Context: an optimization exercise on an open-source flow, tuned for small area. The choices shown serve that exercise and are no tape-out recipe.
Function was checked by simulation only, so behaviour that the tests miss may differ from the original.
The clock cells of this run come from the design's own scripts or RTL, not from TritonCTS.
The clock port is modelled as an ideal driver, which makes a skipped or thinned clock tree look cheaper than it is; a real chip needs a root buffer or a tree.
Power figures rest on the tool's default switching activity, not on a simulated workload.

==> flow/design.v <==
module fifo_inv (input a, output y);
  assign y = ~a;
endmodule
module fifo_nor2 (input a, b, output y);
  assign y = ~(a | b);
endmodule
module fifo_nand2 (input a, b, output y);
  assign y = ~(a & b);
endmodule
module fifo_or2 (input a, b, output y);
  assign y = a | b;
endmodule
module fifo_nand2b (input an, b, output y);
  assign y = ~(~an & b);
endmodule
module fifo_nand3 (input a, b, c, output y);
  assign y = ~(a & b & c);
endmodule
module fifo_nand3b (input an, b, c, output y);
  assign y = ~(~an & b & c);
endmodule
module fifo_or3b (input a, b, cn, output y);
  assign y = a | b | ~cn;
endmodule
module fifo_and4 (input a, b, c, d, output y);
  assign y = a & b & c & d;
endmodule
module fifo_nand4 (input a, b, c, d, output y);
  assign y = ~(a & b & c & d);
endmodule
module fifo_aoi222 (input a1, a2, b1, b2, c1, c2, output y);
  assign y = ~((a1 & a2) | (b1 & b2) | (c1 & c2));
endmodule
module fifo_oai22 (input a1, a2, b1, b2, output y);
  assign y = ~((a1 | a2) & (b1 | b2));
endmodule
module fifo_ha (input a, b, output s, c);
  assign s = a ^ b;
  assign c = a & b;
endmodule
module fifo_xor2 (input a, b, output y);
  assign y = a ^ b;
endmodule
module fifo_xnor2 (input a, b, output y);
  assign y = ~(a ^ b);
endmodule
module fifo_dec (
  input         en,
  input  [3:0]  p,
  output [15:0] o
);
  wire [3:0] a;   
  wire [3:0] b;   
  fifo_or2    u_a0 (.a(p[1]), .b(p[0]), .y(a[0]));
  fifo_nand2b u_a1 (.an(p[1]), .b(p[0]), .y(a[1]));
  fifo_nand2b u_a2 (.an(p[0]), .b(p[1]), .y(a[2]));
  fifo_nand2  u_a3 (.a(p[1]), .b(p[0]), .y(a[3]));
  fifo_or3b   u_b0 (.a(p[3]), .b(p[2]), .cn(en), .y(b[0]));
  fifo_nand3b u_b1 (.an(p[3]), .b(p[2]), .c(en), .y(b[1]));
  fifo_nand3b u_b2 (.an(p[2]), .b(p[3]), .c(en), .y(b[2]));
  fifo_nand3  u_b3 (.a(p[3]), .b(p[2]), .c(en), .y(b[3]));
  genvar k, j;
  generate
    for (k = 0; k < 4; k = k + 1) begin : g_k
      for (j = 0; j < 4; j = j + 1) begin : g_j
        fifo_nor2 u_o (.a(a[j]), .b(b[k]), .y(o[4*k + j]));
      end
    end
  endgenerate
endmodule
module fifo_rbit (
  input  [15:0] s,
  input         h,
  input  [15:0] d,
  input         q,
  input         f,
  output        y
);
  wire [4:0] n;
  wire       n15, nh, m, z;
  genvar k;
  generate
    for (k = 0; k < 5; k = k + 1) begin : g
      fifo_aoi222 u_aoi (.a1(s[3*k]), .a2(d[3*k]), .b1(s[3*k+1]), .b2(d[3*k+1]),
                         .c1(s[3*k+2]), .c2(d[3*k+2]), .y(n[k]));
    end
  endgenerate
  fifo_nand2 u_n15 (.a(s[15]), .b(d[15]), .y(n15));
  fifo_nand2 u_nh  (.a(h), .b(q), .y(nh));
  fifo_and4  u_m   (.a(n[0]), .b(n[1]), .c(n[2]), .d(n[3]), .y(m));
  fifo_nand4 u_z   (.a(m), .b(n[4]), .c(n15), .d(nh), .y(z));
  fifo_xor2  u_y   (.a(z), .b(f), .y(y));
endmodule
module fifo_inc (
  input        en,
  input  [3:0] p,
  output [3:0] pn
);
  wire c0, c1, c2;
  fifo_ha   u0 (.a(p[0]), .b(en), .s(pn[0]), .c(c0));
  fifo_ha   u1 (.a(p[1]), .b(c0), .s(pn[1]), .c(c1));
  fifo_ha   u2 (.a(p[2]), .b(c1), .s(pn[2]), .c(c2));
  fifo_xor2 u3 (.a(p[3]), .b(c2), .y(pn[3]));
endmodule
module fifo_flags (
  input  [3:0] wpn,
  input  [3:0] rpn,
  input        write_en,
  input        read_en,
  input        nwr,       
  input        nrd,       
  input        full,
  input        empty,
  output       full_n,
  output       empty_n
);
  wire eq = (wpn == rpn);
  assign full_n  = eq & nrd & (write_en | full);
  assign empty_n = eq & nwr & (read_en | empty);
endmodule
module fifo (
  clk,
  resetN,
  write_en,
  read_en,
  data_in,
  data_out,
  full,
  empty
);
  input        clk;
  input        resetN;
  input        write_en;
  input        read_en;
  input  [7:0] data_in;
  output [7:0] data_out;
  output       full;
  output       empty;
  reg [7:0] data_out;
  reg       full;
  reg       empty;
  reg [127:0] ram;    
  reg         p;      
  reg [3:0]   wp;
  reg [3:0]   rp;
  wire        nwr, wr;    
  wire        nrd, rd;    
  wire [15:0] we;      
  wire [15:0] nwe;     
  wire [127:0] ram_d;  
  wire [7:0]  x;       
  wire        np;      
  wire        pr;      
  wire [15:0] s;
  wire [3:0]  wpn;
  wire [3:0]  rpn;
  wire        full_n;
  wire        empty_n;
  wire [7:0]  dnext;
  fifo_nand2b u_nwr (.an(full), .b(write_en), .y(nwr));
  fifo_inv    u_wr  (.a(nwr), .y(wr));
  fifo_nand2b u_nrd (.an(empty), .b(read_en), .y(nrd));
  fifo_inv    u_rd  (.a(nrd), .y(rd));
  fifo_dec   u_wdec (.en(wr), .p(wp), .o(we));
  genvar i, b;
  generate
    for (i = 0; i < 16; i = i + 1) begin : g_nwe
      fifo_inv u_nwe (.a(we[i]), .y(nwe[i]));
    end
  endgenerate
  fifo_inv   u_np (.a(p), .y(np));
  fifo_nor2  u_pr (.a(np), .b(nrd), .y(pr));
  generate
    for (b = 0; b < 8; b = b + 1) begin : g_x
      wire xn;
      fifo_xnor2 u_xn (.a(data_in[b]), .b(p), .y(xn));
      fifo_inv   u_x  (.a(xn), .y(x[b]));
    end
  endgenerate
  fifo_dec   u_rdec (.en(rd), .p(rp), .o(s));
  fifo_inc   u_winc (.en(wr), .p(wp), .pn(wpn));
  fifo_inc   u_rinc (.en(rd), .p(rp), .pn(rpn));
  fifo_flags u_flags (.wpn(wpn), .rpn(rpn), .write_en(write_en), .read_en(read_en),
                      .nwr(nwr), .nrd(nrd), .full(full), .empty(empty),
                      .full_n(full_n), .empty_n(empty_n));
  generate
    for (b = 0; b < 8; b = b + 1) begin : g_bit
      wire [15:0] col;
      for (i = 0; i < 16; i = i + 1) begin : g_col
        assign col[i] = ram[8*i + b];
      end
      fifo_rbit u_rbit (.s(s), .h(nrd), .d(col), .q(data_out[b]), .f(pr), .y(dnext[b]));
    end
    for (i = 0; i < 16; i = i + 1) begin : g_row
      for (b = 0; b < 8; b = b + 1) begin : g_col
        fifo_oai22 u_sel (.a1(nwe[i]), .a2(x[b]), .b1(ram[8*i + b]), .b2(we[i]),
                          .y(ram_d[8*i + b]));
      end
    end
  endgenerate
  always @(posedge clk) ram <= ram_d;
  always @(posedge clk or negedge resetN) begin
    if (!resetN) begin
      data_out <= 8'd0;
      p        <= 1'b0;
      full     <= 1'b0;
      empty    <= 1'b1;
      wp       <= 4'd0;
      rp       <= 4'd0;
    end else begin
      data_out <= dnext;
      p        <= np;
      full     <= full_n;
      empty    <= empty_n;
      wp       <= wpn;
      rp       <= rpn;
    end
  end
endmodule
==> flow/flow/run.sh <==
#!/bin/bash
# ORFS layout with single-size port buffers and a hand-built clock tree
# (flow/cts.tcl) in place of ORFS's clock tree step. The clock tree uses the
# fewest leaf buffers (and the first of a few ways of cutting the flip-flops
# into groups) whose estimated flip-flop clock-pin slew is at most SLEW_LIMIT
# ns.
set -euo pipefail
here=$(pwd)
ARGS=(BUFFER_PORTS_ARGS="-buffer_cell sky130_fd_sc_hd__buf_1")
bash standard.sh "${ARGS[@]}" place > orfs_place.log 2>&1

export RESULTS_DIR=$here/orfs/results/sky130hd/fifo/base
export CTS_ROOT_CELL=sky130_fd_sc_hd__clkbuf_4 CTS_ROOT_COUNT=1
SLEW_LIMIT=0.110
leaf_cell=sky130_fd_sc_hd__clkbuf_8
leaf_count=16
bias=1.0
: > openroad_cts_trials.log
found=0
for n in 11 12 13 14 15 16; do
  for b in 1.0 0.7 1.4 0.5 2.0; do
    s=$(CTS_TRIAL=1 CTS_SPLIT_BIAS=$b CTS_LEAF_CELL=sky130_fd_sc_hd__buf_4 CTS_LEAF_COUNT=$n \
        openroad -no_init -exit flow/cts.tcl 2>&1 | tee -a openroad_cts_trials.log \
        | awk '/^CTS_TRIAL_SLEW/ {print $2}')
    echo "buf_4 x $n, split bias $b: $s" >> cts_choice.log
    if [[ -n "$s" ]] && awk -v s="$s" -v l="$SLEW_LIMIT" 'BEGIN {exit !(s <= l)}'; then
      leaf_cell=sky130_fd_sc_hd__buf_4
      leaf_count=$n
      bias=$b
      found=1
      break
    fi
  done
  [[ $found == 1 ]] && break
done
echo "chosen: $leaf_cell x $leaf_count, split bias $bias" >> cts_choice.log
CTS_SPLIT_BIAS=$bias CTS_LEAF_CELL=$leaf_cell CTS_LEAF_COUNT=$leaf_count \
  openroad -no_init -exit flow/cts.tcl > openroad_cts.log 2>&1
bash standard.sh "${ARGS[@]}" finish > orfs_finish.log 2>&1
==> flow/flow/cts.tcl <==
# Clock tree step, in place of ORFS's 4_1_cts: reads the placed design, builds
# the clock tree of manual_cts.tcl, legalizes, repairs timing, and writes the
# files ORFS's cts step writes. With CTS_TRIAL set it only prints the largest
# flip-flop clock-pin slew the tree gives (estimated from placement) and
# writes nothing.
set results $::env(RESULTS_DIR)
set platform_dir $::env(FLOW_HOME)/platforms/sky130hd
read_lib $platform_dir/lib/sky130_fd_sc_hd__tt_025C_1v80.lib
read_db $results/3_place.odb
read_sdc $results/3_place.sdc
source $platform_dir/setRC.tcl
source [file dirname [info script]]/manual_cts.tcl

manual_cts clk $::env(CTS_LEAF_CELL) $::env(CTS_LEAF_COUNT) $::env(CTS_ROOT_CELL) $::env(CTS_ROOT_COUNT)

set_propagated_clock [all_clocks]
detailed_placement
estimate_parasitics -placement

proc max_clk_pin_slew {} {
  set worst 0
  foreach pin [get_pins -hierarchical */CLK] {
    set sl [get_property $pin slew_max]
    if {$sl > $worst} { set worst $sl }
  }
  return $worst
}

if {[info exists ::env(CTS_TRIAL)]} {
  puts "CTS_TRIAL_SLEW [max_clk_pin_slew]"
  exit
}

report_clock_skew
repair_timing -setup -hold
detailed_placement
check_placement -verbose
estimate_parasitics -placement
report_clock_skew
report_worst_slack -min
report_worst_slack -max
report_check_types -max_slew -max_capacitance -violators
puts "largest flip-flop clock-pin slew (placement estimate): [max_clk_pin_slew]"

write_db $results/4_1_cts.odb
write_sdc -no_timestamp $results/4_cts.sdc
file copy -force $results/4_1_cts.odb $results/4_cts.odb
==> flow/flow/manual_cts.tcl <==
# Manual clock tree. The flip-flops are split into leaf_count groups of near
# equal size by cutting across the longer side of their spread, recursively;
# each group gets a leaf clock buffer at its centroid. The leaf buffers are
# split the same way into root_count groups, each driven by a root buffer that
# the clock port drives (root_count 0: the port drives the leaf buffers).
proc cts_split {items k} {
  if {$k <= 1 || [llength $items] < 2} { return [list $items] }
  set xs [lsort -real [lmap i $items {lindex $i 1}]]
  set ys [lsort -real [lmap i $items {lindex $i 2}]]
  set dx [expr {[lindex $xs end] - [lindex $xs 0]}]
  set dy [expr {[lindex $ys end] - [lindex $ys 0]}]
  # CTS_SPLIT_BIAS > 1 favours cutting across y, < 1 across x
  set bias [expr {[info exists ::env(CTS_SPLIT_BIAS)] ? $::env(CTS_SPLIT_BIAS) : 1.0}]
  set axis [expr {$dx >= $dy * $bias ? 1 : 2}]
  set s [lsort -real -index $axis $items]
  set k1 [expr {$k / 2}]
  set h [expr {([llength $s] * $k1 + $k / 2) / $k}]
  return [concat [cts_split [lrange $s 0 [expr {$h - 1}]] $k1] \
                 [cts_split [lrange $s $h end] [expr {$k - $k1}]]]
}

proc cts_pin_items {net} {
  set items {}
  foreach it [$net getITerms] {
    set bb [[$it getInst] getBBox]
    lappend items [list $it [expr {([$bb xMin] + [$bb xMax]) / 2.0}] [expr {([$bb yMin] + [$bb yMax]) / 2.0}]]
  }
  return $items
}

# Drive each group of items from a new buffer on net; returns the buffers' A pins
proc cts_level {net groups master prefix} {
  set block [ord::get_db_block]
  set i 0
  foreach g $groups {
    set inst [odb::dbInst_create $block $master "${prefix}_$i"]
    set n [odb::dbNet_create $block "${prefix}_net_$i"]
    $n setSigType CLOCK
    set sx 0; set sy 0
    foreach item $g {
      set it [lindex $item 0]
      $it disconnect
      $it connect $n
      set sx [expr {$sx + [lindex $item 1]}]
      set sy [expr {$sy + [lindex $item 2]}]
    }
    [$inst findITerm A] connect $net
    [$inst findITerm X] connect $n
    set cnt [llength $g]
    set w [[$inst getMaster] getWidth]
    set hgt [[$inst getMaster] getHeight]
    $inst setLocation [expr {int($sx / $cnt - $w / 2)}] [expr {int($sy / $cnt - $hgt / 2)}]
    $inst setPlacementStatus PLACED
    puts "${prefix}_$i drives $cnt pins"
    incr i
  }
}

proc manual_cts {clk_name leaf_cell leaf_count root_cell root_count} {
  set block [ord::get_db_block]
  set db [ord::get_db]
  set net [$block findNet $clk_name]
  cts_level $net [cts_split [cts_pin_items $net] $leaf_count] [$db findMaster $leaf_cell] cts_leaf
  if {$root_count > 0} {
    cts_level $net [cts_split [cts_pin_items $net] $root_count] [$db findMaster $root_cell] cts_root
  }
}
==> flow/standard.sh <==
#!/bin/bash
# synth_recipe.tcl (not shown) runs the flow's synth.tcl, then flattens the netlist and writes it again
# the make line also repeats each setting of config.mk as NAME=value (left out here)
make -C /OpenROAD-flow-scripts/flow DESIGN_CONFIG=/design/flow/config.mk WORK_HOME=/design/flow/orfs CLKGATE_MAP_FILE= SYNTH_SCRIPT=/design/flow/synth_recipe.tcl "${@:-finish}"
==> flow/config.mk <==
export PLATFORM = sky130hd
export DESIGN_NAME = fifo
export DESIGN_NICKNAME = fifo
export VERILOG_FILES = /design/flow/design.v
export SDC_FILE = /design/flow/constraint.sdc
export NUM_CORES = 4
export LEC_CHECK = 0
export CAP_MARGIN = 20
export CORE_MARGIN = 2
export CORE_UTILIZATION = 75
export SLEW_MARGIN = 20
export SYNTH_HIERARCHICAL = 1
export SYNTH_MINIMUM_KEEP_SIZE = 0
==> flow/constraint.sdc <==
create_clock -name core_clock -period 4.0 [get_ports {clk}]
set_input_delay 0.8000 -clock core_clock [delete_from_list [all_inputs] [get_ports {clk}]]
set_output_delay 0.8000 -clock core_clock [all_outputs]
set_load 0.01 [all_outputs]
==> impl_metrics.ini <==
[critical_path]
cp_max_fo = 11
crit_path_end_kind = register
critPathRequiredTime_ps = 4370
crit_end = data_out[6]$_DFF_PN0_
r2r_slack_ps = 1200
cp-start-kind = register
crit_start = empty$_DFF_PN1_
crit_chain = nand2b_1 > inv_1 > or3b_1 > nor2_1 > a222oi_1 > and4_1 > nand4_1 > xor2_1
r2r_start = empty$_DFF_PN1_
cpMaxStageDelayCell = dfstp_2
worstSetupPathType = reg2reg
max_stage_delay_ps = 550
cp_data_arrival_time_ps = 3170
r2r_cells = 8
reg2reg_to = data_out[6]$_DFF_PN0_

[final_layout]
nets = 513
ff_latch_area_sq_um = 3040
fin_area_sq_um = 5330
fillers = 389
syn2layout_area_growth_pct = 5.57
instances_no_fill = 570
final_util = 0.831
final_cell_mix = o22ai_1, dfxtp_1, a222oi_1, nor2_1, inv_1
multi_input_area_sq_um = 1910
antenna_cells = 0
drive_gt1_frac = 0.0325

[drt]
drtAntennaViolNets = 0
drt_pass1_iterations = 6
vias = 4347
drc = 0
via_per_inst = 7.63
wirelength_mm = 13.8
avgRoutedWirePerCell_um = 24.3
drt_iter0_drc = 740

[floorplan]
die_w_um = 86.1
die_y_um = 86.1
core_region_area_sq_um = 6420
row_count = 29
io_pins = 22
fp.dieArea_sq_um = 7410
initial_core_util = 0.787

[sta]
finalClockSkew_ps = 16.0
finalHoldViolations = 0
fin_tns_setup_ps = 0
fmax_ghz = 0.357
rsz0062_at_grt = no
period_share = 0.701
finalCriticalPeriod_ps = 2800
setup_slack_ps = 1200
slew_violations = 0
slew_headroom = 0.414
tightest_slew_ps = 875
setup_viol = 0

[clocking]
path_clk_slew_ps = 110
clk_latency_ps = 510

[placement]
dp_cells = 556
dp_hpwl_mm = 9.68
place_ws_ps = 950
port_buffers = 21
postPlaceCellArea_sq_um = 5230
place_congestion = 0.947

[run]
drv_cap = 0

[grt]
grt_antenna_before_repair = 0
grt_pass1_vias = 4155
globalRouteMet1Util = 0.533
grtUsageMet3 = 0.0808
busiest_layer = met2
grt_usage = 0.379
grt_max_degree = 20
use_met2 = 0.603
grt_first_pass_wirelength_mm = 22.0
grt-ovfl-total = 0

[worst_hold_path]
hold_class = in2async

[power_and_ir_drop]
ir_worst_vdd_v = 0.000627
leakage_nw = 1.95
p_per_area_nw_per_um2 = 894

[synth]
synth_cells = 458
syn_nets = 476
yosysUniqueCellTypes = 19
avgSynthCellArea_sq_um = 11.0
synth_top_area_share = 0.507
ys_warn_count = 7
yosysTopAreaCell = dfxtp_1
synth_top_cells_by_area = dfxtp_1, o22ai_1, dfrtp_1
synth_area_sq_um = 5050
yosysSeqAreaShare = 0.602
ys_ff_latch = 147

[outcome]
status = complete, no violations
synth_stat cells (all sizes together):
cell / count
dfstp: 1
nand2b: 6
a222oi: 40
ha: 6
inv: 27
nor2: 35
dfrtp: 18
xor2: 10
o22ai: 128
o21ai: 2
nand3: 2
nand2: 18
or3b: 2
nand4: 9
nand3b: 4
dfxtp: 128
xnor2: 12
and4: 8
or2: 2
how the worst min path moves through the flow:
stage          slack (ps)               endpoint              from  depth (start not counted)
2_1_floorplan         410         ram[0]$_DFF_P_    ram[0]$_DFF_P_                          1
3_3_place_gp          420       ram[105]$_DFF_P_  ram[105]$_DFF_P_                          1
3_5_place_dp          430        ram[29]$_DFF_P_   ram[29]$_DFF_P_                          1
5_1_grt               240  data_out[6]$_DFF_PN0_            resetN                          1
6_report              220  data_out[5]$_DFF_PN0_            resetN                          1
Yosys stat by module (local to each module, per instance), excerpt:
module | cells inside | cell area (sq um) | copies in the design | flops+latches
fifo_nand4 | 1 | 6.26 | 8 | 0
fifo_nand2 | 1 | 3.75 | 18 | 0
fifo_nor2 | 1 | 3.75 | 33 | 0
fifo_inv | 1 | 3.75 | 27 | 0
fifo_xor2 | 1 | 8.76 | 10 | 0
fifo_aoi222 | 1 | 10.0 | 40 | 0
kinds of logic (layout without fill, tap and decap cells):
| logic type | Yosys count | count (layout) | synth area share |
|---|---|---|---|
| AOI/OAI and AO/OA | 170 | 170 | 0.240 |
| DFF | 147 | 147 | 0.602 |
| and+or+nand+nor | 86 | 86 | 0.0857 |
| buffers and inverters | 27 | 62 | 0.0201 |
| xor gates and xnor gates | 22 | 22 | 0.0381 |
| adders and majority gates | 6 | 6 | 0.0149 |
registers in the layout, indices dropped and copies added, names as in the netlist:
signal	flops
empty	1
p	1
full	1
rp	4
data_out	8
wp	4
ram	128
through the flow:
step / hold slack, ps / total power, W
detailed placement: 427 / 0.00413
global route: 243 / 0.00501
global placement: 419 / 0.00403
floorplan: 411 / 0.00358
finish: 225 / 0.00477
report_power, final:
part           switching (W)  internal (W)
combinational       0.000787      0.000573
sequential          0.000554       0.00226
clock               0.000416      0.000175
metal layers:
layer	vias up	wire (um)
met1	2052	5420
li1	1910	-
met3	57	1700
met2	328	6170
met4	0	540
met5	-	0
cell type report:
cell class                      instances  area share
Tap cell                               77      0.0181
Buffer                                 14      0.0197
Timing Repair Buffer                   21      0.0150
Inverter                               27      0.0190
Sequential cell                       147       0.570
Multi-Input combinational cell        284       0.358
critical path: cells and delay by family (launching register included):
family | cells | cell delay (ps)
compound gates | 1 | 520
xor+xnor | 1 | 170
simple gates | 5 | 1260
buf+inv | 1 | 190
flops | 1 | 550

## what the ideal ports hide
How much do the figures lean on ideal ports? The routed layout below was timed once more, with nothing changed but the port constraints. Step 1 assumes that a clkbuf_16 drives the clock port and a buf_2 every other input. Step 2, shift: input delay + t, output delay - t, t = (earliest + latest rising clock arrival at the registers) / 2. This alone moves slack from input paths to output paths. a / b / c = ideal ports / drivers / drivers and shift; a / b = the first two.
t (ns): 0.528
setup WS [ns]: 1.195 / 1.195 / 0.844
hold slack, ns: 0.225 / 0.232 / 0.441
worst setup path after step 2: input to register
After both steps this run still meets setup and hold. The setup slack of this run moves by 0.000 ns with the drivers and by -0.351 ns with both steps.
